Context: an optimization exercise on an open-source flow, tuned for small area, a short achievable clock period and few clock cycles. The choices shown serve that exercise and are no tape-out recipe.
Only simulation tests tie the RTL to the original design; equivalence was not proved.

Setup of try-cedar:
Design SOBEL, start of the top module:
module  SOBEL(clk,reset,busy,ready,iaddr,idata,cdata_rd,cdata_wr,caddr_rd,caddr_wr,cwr,crd,csel	);
Size: about 130 flip-flops, ~81 I/O pins, about 7300 µm² of cells after synthesis.
Settings: LEC_CHECK=0, CAP_MARGIN=20, CORE_MARGIN=2, CORE_UTILIZATION=55, CTS_BUF_LIST=sky130_fd_sc_hd__clkbuf_8, CTS_CLUSTER_SIZE=30, SETUP_SLACK_MARGIN=2.4, SLEW_MARGIN=20; clock period 5.0 ns.
standard.sh (not shown) runs the stock make flow with config.mk's settings and CLKGATE_MAP_FILE= SYNTH_SCRIPT=/design/flow/synth_recipe.tcl, a recipe that flattens the netlist after the stock synthesis.
==> flow/flow/run.sh <==
#!/bin/bash
# The standard layout, with plain buffers (instead of delay cells) on the
# input and output ports. Each tool's output goes to its own log here.
set -euo pipefail
export BUFFER_PORTS_ARGS="-buffer_cell sky130_fd_sc_hd__buf_2"
bash standard.sh > standard.log 2>&1
Testbench counts of try-cedar, summed over its fixed seeds: cycles 789,544.
Edits applied to the flow inputs when going from try-cedar to try-raven:
- CORE_UTILIZATION now 40, was 55
==> flow/flow/run.sh <==
#!/bin/bash
# The standard layout, with plain buffers (instead of delay cells) on the
# input and output ports, and full/half adder cells left out so that abc
# maps the adders itself. Each tool's output goes to its own log here.
set -euo pipefail
export BUFFER_PORTS_ARGS="-buffer_cell sky130_fd_sc_hd__buf_2"
export DONT_USE_CELLS="sky130_fd_sc_hd__fa_1 sky130_fd_sc_hd__fa_2 sky130_fd_sc_hd__fa_4 sky130_fd_sc_hd__ha_1 sky130_fd_sc_hd__ha_2 sky130_fd_sc_hd__ha_4 sky130_fd_sc_hd__fah_1 sky130_fd_sc_hd__fahcin_1 sky130_fd_sc_hd__fahcon_1"
bash standard.sh > standard.log 2>&1
Results
Re via count: try-raven and try-cedar aren't equal, and the higher value belongs to try-cedar. The synthesized cell count on try-cedar is in line with that on try-raven. Longest individual stage delay on the worst path is higher on try-raven. try-raven gives more critical path depth than try-cedar did. Comparing try-raven and try-cedar, number of global-route vias before repair is higher on try-cedar. Of the two values seen for end of the critical path, K[8] was produced by try-raven and cdata_wr[1] by try-cedar.
Relative to try-raven, the following input files were edited for try-violet:
- SETUP_SLACK_MARGIN: 2.4 -> 2.6
==> flow/flow/run.sh <==
#!/bin/bash
# The standard layout, with plain buffers (instead of delay cells) on the
# input and output ports. Each tool's output goes to its own log here.
set -euo pipefail
export BUFFER_PORTS_ARGS="-buffer_cell sky130_fd_sc_hd__buf_2"
bash standard.sh > standard.log 2>&1
==> summary.txt <==
- try-violet was carried through to the last stage, and its layout satisfied the timing, DRC and antenna checks.
- Between try-violet and try-raven, the clock-buffer cell count is lower for try-raven.
- Summary: worst hold slack, try-violet worse than try-raven
- The timing startpoint of the critical path comes out cw[9] in one run and K[1] in the other, namely in try-violet and try-raven respectively.
- Taking try-raven as the reference, in try-violet net count reported at finish +about 0.9%; number of setup buffers added after CTS rose by 5.
- Relative to try-raven, final standard cell area without fillers has gone up in try-violet.
- Non-clock buffer count up 8 in try-violet wrt try-raven
- try-violet vs try-raven on worst setup slack: try-violet is the higher one.


run 1:
The RTL this note starts from:
==> flow/design.v <==
`timescale 1ns/10ps
module  SOBEL(clk,reset,busy,ready,iaddr,idata,cdata_rd,cdata_wr,caddr_rd,caddr_wr,cwr,crd,csel	);
input				clk;
input				reset;
output	reg 		busy;
input				ready;
output 	reg [16:0]		iaddr;
input  	[7:0]		idata;
input	[7:0]		cdata_rd;
output	reg [7:0]		cdata_wr;
output 	[15:0]		caddr_rd;
output 	reg [15:0]	caddr_wr;
output	reg         cwr;
output              crd;
output 	reg [1:0]	csel;
assign caddr_rd = 16'd0;
assign crd = 1'b0;
wire rmid = csel == 2'd3;
wire rbot = csel == 2'd1;
wire top  = csel == 2'd3;
reg ptop;        
reg pbot;        
reg vnext;       
reg started;     
wire rowend = caddr_wr[7:0] == 8'd254;    
wire done   = top & cwr & (&caddr_wr);
reg [8:0]  idr;   
reg [9:0]  N;     
reg [9:0]  S1;    
reg [9:0]  S2;    
reg [8:0]  K;     
reg [8:0]  D1;    
reg [10:0] G2;    
reg [7:0]  ybuf;
wire [8:0]  d0  = ~K;                                    
wire [9:0]  nsum = (ptop ? 10'd0 : N) + {1'b0, idr};
wire [8:0]  ksum = K + idr;
wire [10:0] gx   = {1'b0, S2} - {1'b0, N};               
wire [10:0] gy   = G2 + {{2{d0[8]}}, d0};
wire [10:0] g2n  = {{2{D1[8]}}, D1} + {d0[8], d0, 1'b0};
wire [8:0]  csum = {1'b0, cdata_wr} + {1'b0, ybuf} + 9'd1;
wire [7:0] xc = gx[10] ? 8'd0 : (|gx[9:8]) ? 8'hff : gx[7:0];
wire [7:0] yc = gy[10] ? 8'd0 : (|gy[9:8]) ? 8'hff : gy[7:0];
always @(posedge clk) begin
    idr <= rmid ? {idata, 1'b0} : {1'b0, idata};
    N <= nsum;
    if (ptop) begin
        S1 <= N;
        S2 <= S1;
        D1 <= d0;
        G2 <= g2n;
        K  <= ~idr;
    end else if (pbot) begin
        K  <= ksum;
    end
    cdata_wr <= ptop ? xc : ybuf;
    ybuf     <= ptop ? yc : csum[8:1];
end
always @(posedge clk or posedge reset) begin
    if (reset) begin
        busy     <= 1'b0;
        csel     <= 2'd0;
        ptop     <= 1'b0;
        pbot     <= 1'b0;
        iaddr    <= 17'd0;
        caddr_wr <= 16'd0;
        cwr      <= 1'b0;
        vnext    <= 1'b0;
        started  <= 1'b0;
    end else if (busy) begin
        csel  <= done ? 2'd0 : {~csel[1] | ~csel[0], csel[1]};
        ptop  <= csel == 2'd2;
        pbot  <= csel == 2'd1;
        iaddr <= rbot ? iaddr + 17'h1FDFD + {16'd0, rowend} : iaddr + 17'd258;
        if (top) begin
            cwr      <= vnext & ~done;
            vnext    <= ~rowend & started;
            started  <= started | iaddr[0];
            if (cwr) caddr_wr <= caddr_wr + 16'd1;
            if (done) busy <= 1'b0;
        end
    end else if (ready & ~started) begin
        busy <= 1'b1;
        csel <= 2'd2;
    end
end
endmodule
clock: 5.0 ns
lec_check: 0
cap_margin: 20
core_margin: 2
core_utilization: 40
cts_buf_list: sky130_fd_sc_hd__clkbuf_16
cts_cluster_diameter: 150
cts_cluster_size: 40
setup_slack_margin: 2.4
slew_margin: 20
==> flow/flow/run.sh <==
#!/bin/bash
# The standard layout, with plain buffers (instead of delay cells) on the
# input and output ports. Each tool's output goes to its own log here.
set -euo pipefail
export BUFFER_PORTS_ARGS="-buffer_cell sky130_fd_sc_hd__buf_2"
bash standard.sh > standard.log 2>&1
Run 1: flow completed, timing, DRC and antenna clean
Testbench counts of run 1, summed over its fixed seeds: cycles 789,544.
#### Input delta (run 2 over run 1)
Settings: CTS_CLUSTER_SIZE now 30, was 40; CTS_BUF_LIST now sky130_fd_sc_hd__clkbuf_8, was sky130_fd_sc_hd__clkbuf_16; SETUP_SLACK_MARGIN now 2.0, was 2.4; CTS_CLUSTER_DIAMETER no longer set, was 150.
## What came out
Run 2: full flow OK, the timing, DRC and antenna checks passed. Total global routing track utilization: run 2 vs run 1 down 0.48 points. On fmax, the lower figure sits with run 2, not run 1. Diff run 1 -> run 2: critical path depth shrank by 2; routed wire length shrank by 4.8%; final setup slack of the worst path now sits lower. Run 2 vs run 1, register fraction of the total cell area went up by 2.7 points. Side by side, total length of routed met3 wires turned out lower in run 2 than in run 1.
For run 3, these inputs were changed with respect to run 2:
Settings: changing SETUP_SLACK_MARGIN from 2.0 to 2.2; changing CORE_UTILIZATION from 40 to 60.
==> flow/run.sh (new file) <==
#!/bin/bash
# synth_recipe.tcl (not shown) runs the flow's synth.tcl, then flattens the netlist and writes it again
# the make line also repeats each setting of config.mk as NAME=value (left out here)
make -C /OpenROAD-flow-scripts/flow DESIGN_CONFIG=/design/flow/config.mk WORK_HOME=/design/flow/orfs CLKGATE_MAP_FILE= SYNTH_SCRIPT=/design/flow/synth_recipe.tcl finish
removed: flow/flow/run.sh
removed: flow/standard.sh
### Flow results
- Run 3 completed; timing, DRC and antenna clean
- Final worst-path cycle share in run 3 vs run 2: down 3.9 points
- Going from run 2 to run 3, utilization now larger; clock buffer count in the final layout moved up.
## Diff of input files: run 4 against run 3
Settings: CORE_UTILIZATION now 40, was 60; ABC_CLOCK_PERIOD_IN_PS now 2200, previously not set.
## What came out
Run 4 finished all stages; the layout is clean.
Comparing run 3 and run 4, the higher global-route wire length before repair was measured on run 4.
Reported for run 3 and run 4, flip-flop and latch count turned out identical to the last digit.
The run showing the smaller number of setup buffers added after CTS is run 4.
From run 3 to run 4 the numbers moved as follows: length of routed met2 wiring fell about 6%; post-route worst setup slack rose 0.028 ns; layout buffering overhead excluding clock cells fell 0.54 points; sequential share of layout area fell 0.56 points.


v7:
// SOBEL: RTL as listed in full above, without the edits since
make LEC_CHECK=0 CAP_MARGIN=20 CORE_MARGIN=2 CORE_UTILIZATION=40 CTS_BUF_LIST=sky130_fd_sc_hd__clkbuf_8 CTS_CLUSTER_SIZE=30 SETUP_SLACK_MARGIN=2.2 SLEW_MARGIN=20 finish   # period 5.0 ns
run.sh (not shown) runs the stock make flow with config.mk's settings and CLKGATE_MAP_FILE= SYNTH_SCRIPT=/design/flow/synth_recipe.tcl, a recipe that flattens the netlist after the stock synthesis.
Stock flow here: none of the scripts above is used.
v7 closes out successfully: all stages finished, all timing, DRC and antenna checks passed.
Testbench counts of v7, summed over its fixed seeds: cycles 789,544.
Here is what was changed in the inputs of v58 compared with v7.
- SETUP_SLACK_MARGIN: 2.2 -> 2.7
==> flow/flow/run.sh (new file) <==
#!/bin/bash
# The standard layout, with plain buffers (instead of delay cells) on the
# input and output ports. Each tool's output goes to its own log here.
set -euo pipefail
export BUFFER_PORTS_ARGS="-buffer_cell sky130_fd_sc_hd__buf_2"
bash standard.sh > standard.log 2>&1
==> flow/standard.sh (new file) <==
#!/bin/bash
# synth_recipe.tcl (not shown) runs the flow's synth.tcl, then flattens the netlist and writes it again
# the make line also repeats each setting of config.mk as NAME=value (left out here)
make -C /OpenROAD-flow-scripts/flow DESIGN_CONFIG=/design/flow/config.mk WORK_HOME=/design/flow/orfs CLKGATE_MAP_FILE= SYNTH_SCRIPT=/design/flow/synth_recipe.tcl "${@:-finish}"
removed: flow/run.sh
### Flow results
- The placement-stage cell area of v58 falls short of that of v7 by about 3%.
- v7 has lower fraction of area in multi-input gates than v58.
- v58 vs. v7: via count normalized by instance count went up by about 1.1%.
- Synthesis-to-finish area growth sits higher in v58 than in v7.
Relative to v58, the following input files were edited for v52:
- SETUP_SLACK_MARGIN: 2.7 -> 2.2
- CTS_BUF_LIST: sky130_fd_sc_hd__clkbuf_8 -> sky130_fd_sc_hd__clkbuf_4 sky130_fd_sc_hd__clkbuf_8
- CTS_CLUSTER_SIZE: 30 -> unset
==> flow/run.sh (new file) <==
#!/bin/bash
# synth_recipe.tcl (not shown) runs the flow's synth.tcl, then flattens the netlist and writes it again
# the make line also repeats each setting of config.mk as NAME=value (left out here)
make -C /OpenROAD-flow-scripts/flow DESIGN_CONFIG=/design/flow/config.mk WORK_HOME=/design/flow/orfs CLKGATE_MAP_FILE= SYNTH_SCRIPT=/design/flow/synth_recipe.tcl finish
removed: flow/flow/run.sh
removed: flow/standard.sh
==> comparison <==
Per the comparison of v52 with v58, cell area after layout -about 6%; final period utilization +4.7 points; data required time of the worst path -1.31 ns.
More vias were needed by v58 than by v52.
v52 ends up with lower number of antenna violations at the first check in global routing than v58 does.
[compare] base=v58 new=v52: top achievable clock speed decreased 37 MHz, wire length shrank by 1400 µm, non-clock buffer count went down 44%, filler-free cell count of the finished design went down, clock-buffer cell count rose by 3.
For v52, the type of the setup path with the least slack was flip-flop to primary output, unlike v58, where it was flip-flop to flip-flop.
Changes in v6 relative to v52:
- an added CTS_CLUSTER_SIZE of 30
- a change of CTS_BUF_LIST from sky130_fd_sc_hd__clkbuf_4 sky130_fd_sc_hd__clkbuf_8 to sky130_fd_sc_hd__clkbuf_8
- a change of SETUP_SLACK_MARGIN from 2.2 to 2.4
==> flow/flow/run.sh (new file) <==
#!/bin/bash
# The standard layout, with plain buffers (instead of delay cells) on the
# input and output ports. Each tool's output goes to its own log here.
set -euo pipefail
export BUFFER_PORTS_ARGS="-buffer_cell sky130_fd_sc_hd__buf_2"
bash standard.sh > standard.log 2>&1
==> flow/standard.sh (new file) <==
#!/bin/bash
# synth_recipe.tcl (not shown) runs the flow's synth.tcl, then flattens the netlist and writes it again
# the make line also repeats each setting of config.mk as NAME=value (left out here)
make -C /OpenROAD-flow-scripts/flow DESIGN_CONFIG=/design/flow/config.mk WORK_HOME=/design/flow/orfs CLKGATE_MAP_FILE= SYNTH_SCRIPT=/design/flow/synth_recipe.tcl "${@:-finish}"
removed: flow/run.sh
### Flow results
Every run in the comparison, v52 and v6, completed the flow with a clean layout. v6 drops more vias than v52. Delta (v6 minus v52): post-synthesis to final-layout area growth decreased 1.6 points, fraction of final layout cells with drive strength greater than 1 now sits higher, wire length reported by the detailed router now larger. Delta (v6 minus v52): number of I/O port buffers has remained practically unchanged; worst endpoint data arrival time has increased; sequential share of layout area has increased. Final critical delay including setup and external delays improves in v6 relative to v52.

==> port drivers added, routing unchanged <==
The results above use ideal ports. As a check the final layouts listed here were re-extracted and re-timed, cells and wires unchanged. Step 1: set_driving_cell puts a clkbuf_16 on clk and a buf_2 on each other input, an assumption about the parent block. Step 2 adds t to the input delays and takes it off the output delays; t is the mean of the earliest and latest rising clock arrival at the registers after step 1. Input paths then give back, and output paths get back, about the clock's delay inside the block. Slacks: ideal / step 1 / step 2; pairs: ideal / step 1.
run	shift t [ns]	slack for setup (ns)	worst hold slack (ns)
try-cedar	0.480	2.501 / 2.462 / 2.516	0.423 / 0.423 / 0.423
try-raven	0.483	2.532 / 2.502 / 2.532	0.424 / 0.424 / 0.424
try-violet	0.467	2.578 / 2.543 / 2.611	0.416 / 0.416 / 0.416
run 1	0.462	2.459 / 2.459 / 2.459	0.420 / 0.420 / 0.420
run 2	0.472	2.130 / 2.130 / 2.130	0.415 / 0.415 / 0.415
run 3	0.477	2.325 / 2.320 / 2.325	0.423 / 0.423 / 0.423
run 4	0.471	2.353 / 2.316 / 2.375	0.420 / 0.420 / 0.420
v7	0.471	2.353 / 2.316 / 2.375	0.420 / 0.420 / 0.420
v58	0.476	2.589 / 2.589 / 2.589	0.418 / 0.418 / 0.418
v52	0.473	2.354 / 2.316 / 2.369	0.424 / 0.424 / 0.424
v6	0.476	2.459 / 2.459 / 2.459	0.424 / 0.424 / 0.424
After both steps setup and hold are still met in every run listed.
